This design comes from an exercise in tuning for small area on the open sky130 flow, not from production work.
Function was checked by simulation only, so behaviour that the tests miss may differ from the original.
The clock port is modelled as an ideal driver, which makes a skipped or thinned clock tree look cheaper than it is; a real chip needs a root buffer or a tree.
Power is estimated from default activity; no workload was simulated.

## ethernet_parser
module ethernet_parser (
    input wire clk,
    input wire rst_n,
    input  wire [63:0] s_axis_tdata,
    input  wire [7:0]  s_axis_tkeep,
    input  wire        s_axis_tvalid,
    output wire        s_axis_tready,
    input  wire        s_axis_tlast,
    output reg  [63:0] m_axis_tdata,
    output reg  [7:0]  m_axis_tkeep,
    output reg         m_axis_tvalid,
    input  wire        m_axis_tready,
    output reg         m_axis_tlast,
    output wire        parsed_valid_pulse,
    output wire [47:0] dst_mac,
    output wire [47:0] src_mac,
    output wire [15:0] ethertype,
    output wire [31:0] src_ip,
    output wire [31:0] dst_ip,
    output wire [15:0] src_port,
    output wire [15:0] dst_port
);
==> flow/config.mk <==
export PLATFORM = sky130hd
export DESIGN_NAME = ethernet_parser
export DESIGN_NICKNAME = ethernet_parser
export VERILOG_FILES = /design/flow/design.v
export SDC_FILE = /design/flow/constraint.sdc
export NUM_CORES = 4
export LEC_CHECK = 0
export CAP_MARGIN = 20
export CORE_MARGIN = 2
export CORE_UTILIZATION = 40
export SLEW_MARGIN = 20
==> flow/constraint.sdc <==
create_clock -name core_clock -period 5.0 [get_ports {clk}]
set_input_delay 1.0000 -clock core_clock [delete_from_list [all_inputs] [get_ports {clk}]]
set_output_delay 1.0000 -clock core_clock [all_outputs]
set_load 0.01 [all_outputs]
run.sh (not shown) runs the stock make flow with config.mk's settings and CLKGATE_MAP_FILE= SYNTH_SCRIPT=/design/flow/synth_recipe.tcl, a recipe that flattens the netlist after the stock synthesis.
Rerun with:
--- a/flow/config.mk
+++ b/flow/config.mk
@@ -9,3 +9,4 @@
 export CORE_MARGIN = 2
-export CORE_UTILIZATION = 40
+export CORE_UTILIZATION = 60
+export CTS_BUF_LIST = sky130_fd_sc_hd__clkbuf_4 sky130_fd_sc_hd__clkbuf_2
 export SLEW_MARGIN = 20
What happened: Now the flow failed in clock tree synthesis (4_1_cts) with DPL-0033. Synthesized area is unchanged. Synthesized cell count is unchanged.
Rerun with:
==> flow/flow/run.sh (new file) <==
#!/bin/bash
# Standard layout, but port buffers use the smallest buffer cell.
cp standard.sh standard_sh_copy.txt
export BUFFER_PORTS_ARGS="-buffer_cell sky130_fd_sc_hd__buf_1"
bash standard.sh > standard_flow.log 2>&1
==> flow/standard.sh (new file) <==
#!/bin/bash
# synth_recipe.tcl (not shown) runs the flow's synth.tcl, then flattens the netlist and writes it again
# the make line also repeats each setting of config.mk as NAME=value (left out here)
make -C /OpenROAD-flow-scripts/flow DESIGN_CONFIG=/design/flow/config.mk WORK_HOME=/design/flow/orfs CLKGATE_MAP_FILE= SYNTH_SCRIPT=/design/flow/synth_recipe.tcl "${@:-finish}"
removed: flow/run.sh
Outcome: Now the flow completed without violations. Area after synthesis does not change. Synthesized cell count stays the same.
Rerun with:
==> flow/flow/run.sh (replaced) <==
#!/bin/bash
# The standard layout with two changes: port buffers use the smallest
# buffer cell, and clock tree synthesis uses larger sink clusters of small
# clock buffers without dummy loads.
export BUFFER_PORTS_ARGS="-buffer_cell sky130_fd_sc_hd__buf_1"
export CTS_ARGS="-sink_clustering_enable -repair_clock_nets -sink_clustering_size 20 -sink_clustering_max_diameter 60 -buf_list {sky130_fd_sc_hd__clkbuf_4 sky130_fd_sc_hd__clkbuf_8} -dont_use_dummy_load"
bash standard.sh > standard_flow.log 2>&1
--- a/flow/config.mk
+++ b/flow/config.mk
@@ -7,6 +7,5 @@
 export LEC_CHECK = 0
-export CAP_MARGIN = 20
+export CAP_MARGIN = 10
 export CORE_MARGIN = 2
 export CORE_UTILIZATION = 60
-export CTS_BUF_LIST = sky130_fd_sc_hd__clkbuf_4 sky130_fd_sc_hd__clkbuf_2
-export SLEW_MARGIN = 20
+export SLEW_MARGIN = 10
Outcome: Worst setup slack gains 0.16 ns. Clock skew barely changes. Synthesized cell count is unchanged. Global-route usage went down by 1.5 points. Core utilization is lower by 4.7 points.

The RTL this note starts from:
==> flow/design.v <==
module ethernet_parser (
    input wire clk,
    input wire rst_n,
    input  wire [63:0] s_axis_tdata,
    input  wire [7:0]  s_axis_tkeep,
    input  wire        s_axis_tvalid,
    output wire        s_axis_tready,
    input  wire        s_axis_tlast,
    output reg  [63:0] m_axis_tdata,
    output reg  [7:0]  m_axis_tkeep,
    output reg         m_axis_tvalid,
    input  wire        m_axis_tready,
    output reg         m_axis_tlast,
    output wire        parsed_valid_pulse,
    output wire [47:0] dst_mac,
    output wire [47:0] src_mac,
    output wire [15:0] ethertype,
    output wire [31:0] src_ip,
    output wire [31:0] dst_ip,
    output wire [15:0] src_port,
    output wire [15:0] dst_port
);
localparam IDLE    = 3'd0,
           WORD1   = 3'd1,
           WORD2   = 3'd3,
           WORD3   = 3'd2,
           WORD4   = 3'd6,
           PULSE   = 3'd7,
           WORD5   = 3'd5,
           PAYLOAD = 3'd4;
reg [2:0]  state;
reg [63:0] beat0;      
reg [63:16] beat1;     
reg [63:0] prev_beat;  
assign s_axis_tready = m_axis_tready | ~m_axis_tvalid;
wire accept = s_axis_tvalid & s_axis_tready;
assign parsed_valid_pulse = (state == PULSE);
assign dst_mac   = beat0[63:16];
assign src_mac   = {beat0[15:0], beat1[63:32]};
assign ethertype = beat1[31:16];
assign src_ip    = prev_beat[63:32];
assign dst_ip    = prev_beat[31:0];
assign src_port  = m_axis_tdata[63:48];
assign dst_port  = m_axis_tdata[47:32];
always @(posedge clk or negedge rst_n) begin
    if (!rst_n) begin
        state <= IDLE;
        m_axis_tvalid <= 1'b0;
    end else begin
        m_axis_tvalid <= s_axis_tvalid | (m_axis_tvalid & ~m_axis_tready);
        if (accept) begin
            case (state)
                IDLE:    state <= WORD1;
                WORD1:   state <= WORD2;
                WORD2:   state <= WORD3;
                WORD3:   state <= WORD4;
                WORD4:   state <= PULSE;
                PAYLOAD: if (s_axis_tlast) state <= IDLE;
                default: state <= PAYLOAD;
            endcase
        end else if (state == PULSE) begin
            state <= WORD5;
        end
    end
end
always @(posedge clk) begin
    prev_beat <= m_axis_tdata;
    if (accept) begin
        m_axis_tdata <= s_axis_tdata;
        m_axis_tkeep <= s_axis_tkeep;
        m_axis_tlast <= s_axis_tlast;
    end
    if (state == IDLE)
        beat0 <= s_axis_tdata;
    if (state == WORD1)
        beat1 <= s_axis_tdata[63:16];
end
endmodule
==> flow/config.mk <==
export PLATFORM = sky130hd
export DESIGN_NAME = ethernet_parser
export DESIGN_NICKNAME = ethernet_parser
export VERILOG_FILES = /design/flow/design.v
export SDC_FILE = /design/flow/constraint.sdc
export NUM_CORES = 4
export LEC_CHECK = 0
export CAP_MARGIN = 0
export CORE_MARGIN = 2
export CORE_UTILIZATION = 75
export SLEW_MARGIN = 0
==> flow/constraint.sdc <==
create_clock -name core_clock -period 5.0 [get_ports {clk}]
set_input_delay 1.0000 -clock core_clock [delete_from_list [all_inputs] [get_ports {clk}]]
set_output_delay 1.0000 -clock core_clock [all_outputs]
set_load 0.01 [all_outputs]
standard.sh (not shown) runs the stock make flow with config.mk's settings and CLKGATE_MAP_FILE= SYNTH_SCRIPT=/design/flow/synth_recipe.tcl, a recipe that flattens the netlist after the stock synthesis.
==> flow/flow/run.sh <==
#!/bin/bash
# The standard layout with two changes: port buffers use the smallest
# buffer cell, and clock tree synthesis uses larger sink clusters of small
# clock buffers without dummy loads.
export BUFFER_PORTS_ARGS="-buffer_cell sky130_fd_sc_hd__buf_1"
export CTS_ARGS="-sink_clustering_enable -repair_clock_nets -sink_clustering_size 20 -sink_clustering_max_diameter 60 -buf_list {sky130_fd_sc_hd__clkbuf_4 sky130_fd_sc_hd__clkbuf_8} -dont_use_dummy_load"
bash standard.sh > standard_flow.log 2>&1
The baseline finished clean.
==> next run, changes <==
--- a/flow/config.mk
+++ b/flow/config.mk
@@ -8,4 +8,4 @@
 export CAP_MARGIN = 0
 export CORE_MARGIN = 2
-export CORE_UTILIZATION = 75
+export CORE_UTILIZATION = 60
 export SLEW_MARGIN = 0
Outcome:
- power went down by 3.3%
- clock power went down by 4.1%
- design area went up by 0.34%
- setup slack gains 0.30 ns
==> next run, changes <==
==> flow/flow/run.sh (replaced) <==
#!/bin/bash
# The standard layout with three changes: port buffers use the smallest
# buffer cell, clock tree synthesis uses sink clusters of 20 without dummy
# loads, and the clock tree's root buffer is removed so the clock port drives
# the two first-level tree buffers directly.
set -e
export BUFFER_PORTS_ARGS="-buffer_cell sky130_fd_sc_hd__buf_1"
export CTS_ARGS="-sink_clustering_enable -repair_clock_nets -sink_clustering_size 20 -sink_clustering_max_diameter 60 -buf_list {sky130_fd_sc_hd__clkbuf_4 sky130_fd_sc_hd__clkbuf_8} -dont_use_dummy_load"
bash standard.sh cts > standard_cts.log 2>&1
RDIR=$PWD/orfs/results/sky130hd/ethernet_parser/base openroad -no_init -exit flow/rm_root.tcl > rm_root.log 2>&1
bash standard.sh > standard_flow.log 2>&1
==> flow/flow/rm_root.tcl (new file) <==
# Remove the clock tree's root buffer: the clock port then drives the
# root's loads (the two first-level tree buffers) directly.
set R $::env(RDIR)
read_db $R/4_1_cts.odb
set block [ord::get_db_block]
set port_net [$block findNet clk]
set root ""
foreach it [$port_net getITerms] {
  set inst [$it getInst]
  if {[string match "*clkbuf*" [[$inst getMaster] getName]]} { lappend root $inst }
}
if {[llength $root] != 1} { puts "root buffers: [llength $root], leaving the tree as it is"; exit 0 }
set inst [lindex $root 0]
set out_net ""
foreach it [$inst getITerms] {
  if {[$it isOutputSignal]} { set out_net [$it getNet] }
}
set loads {}
foreach it [$out_net getITerms] {
  if {[$it getInst] != $inst} { lappend loads $it }
}
if {[llength $loads] > 4} { puts "root drives [llength $loads] pins, leaving the tree as it is"; exit 0 }
puts "removing [$inst getName] ([[$inst getMaster] getName]), moving [llength $loads] loads to clk"
foreach it $loads { $it disconnect; $it connect $port_net }
odb::dbInst_destroy $inst
odb::dbNet_destroy $out_net
write_db $R/4_1_cts.odb
write_db $R/4_cts.odb
--- a/flow/config.mk
+++ b/flow/config.mk
@@ -8,4 +8,4 @@
 export CAP_MARGIN = 0
 export CORE_MARGIN = 2
-export CORE_UTILIZATION = 60
+export CORE_UTILIZATION = 75
 export SLEW_MARGIN = 0
Effect:
- The new run finished with timing, DRC and antenna clean
- worst setup slack is worse by 0.30 ns
- design area shrinks slightly
- non-clock buffer count shrinks by 1
- combinational power grows by a little under a tenth
- via count grows by about a fifth
- global-route usage grows by 19 points
- die area shrinks by about a fifth
- clock-buffer cell count shrinks by 1
- sequential cell count stays the same
==> next run, changes <==
==> flow/flow/run.sh (replaced) <==
#!/bin/bash
# The standard layout with two changes: port buffers use the smallest
# buffer cell, and clock tree synthesis uses larger sink clusters of small
# clock buffers without dummy loads.
export BUFFER_PORTS_ARGS="-buffer_cell sky130_fd_sc_hd__buf_1"
export CTS_ARGS="-sink_clustering_enable -repair_clock_nets -sink_clustering_size 20 -sink_clustering_max_diameter 60 -buf_list {sky130_fd_sc_hd__clkbuf_4 sky130_fd_sc_hd__clkbuf_8} -dont_use_dummy_load"
bash standard.sh > standard_flow.log 2>&1
--- a/flow/config.mk
+++ b/flow/config.mk
@@ -8,4 +8,4 @@
 export CAP_MARGIN = 0
 export CORE_MARGIN = 2
-export CORE_UTILIZATION = 75
+export CORE_UTILIZATION = 85
 export SLEW_MARGIN = 0
removed: flow/flow/rm_root.tcl
The new run died in 3_2_place_iop on PPL-0024; synthesized cell count stays the same; synthesized area stays the same.

-- port drivers added, routing unchanged --
The results above use ideal ports. As a check the final layouts listed here were re-extracted and re-timed, cells and wires unchanged. Step 1 assumes that a clkbuf_16 drives the clock port and a buf_2 every other input. Step 2 also shifts input and output timing later by t, the mid clock arrival at the registers, as if the neighbouring blocks saw the same clock. Slacks: ideal / step 1 / step 2; pairs: ideal / step 1.
| run | shift t [ns] | setup slack, ns | slew at the worst register clock pin (ns) | worst data-port slew with drivers (ns) |
|---|---|---|---|---|
| the first run of note 1 | 0.559 | 1.701 / 1.677 / 1.544 | 0.06 / 0.06 | 0.08 |
| the third run of note 1 | 0.655 | 2.320 / 2.285 / 2.002 | 0.07 / 0.07 | 0.07 |
| the fourth run of note 1 | 0.508 | 2.479 / 2.441 / 2.010 | 0.12 / 0.12 | 0.06 |
| the first run of note 2 | 0.521 | 2.325 / 2.325 / 2.325 | 0.12 / 0.12 | 0.08 |
| the second run of note 2 | 0.520 | 2.624 / 2.600 / 2.481 | 0.11 / 0.11 | 0.06 |
| the third run of note 2 | 0.409 | 2.328 / 2.328 / 2.328 | 0.12 / 0.12 | 0.09 |
After both steps setup and hold are still met in every run listed. For the fourth run of note 1, which loses most, drivers alone change the setup slack by -0.038 ns; drivers and shift together by -0.469 ns.
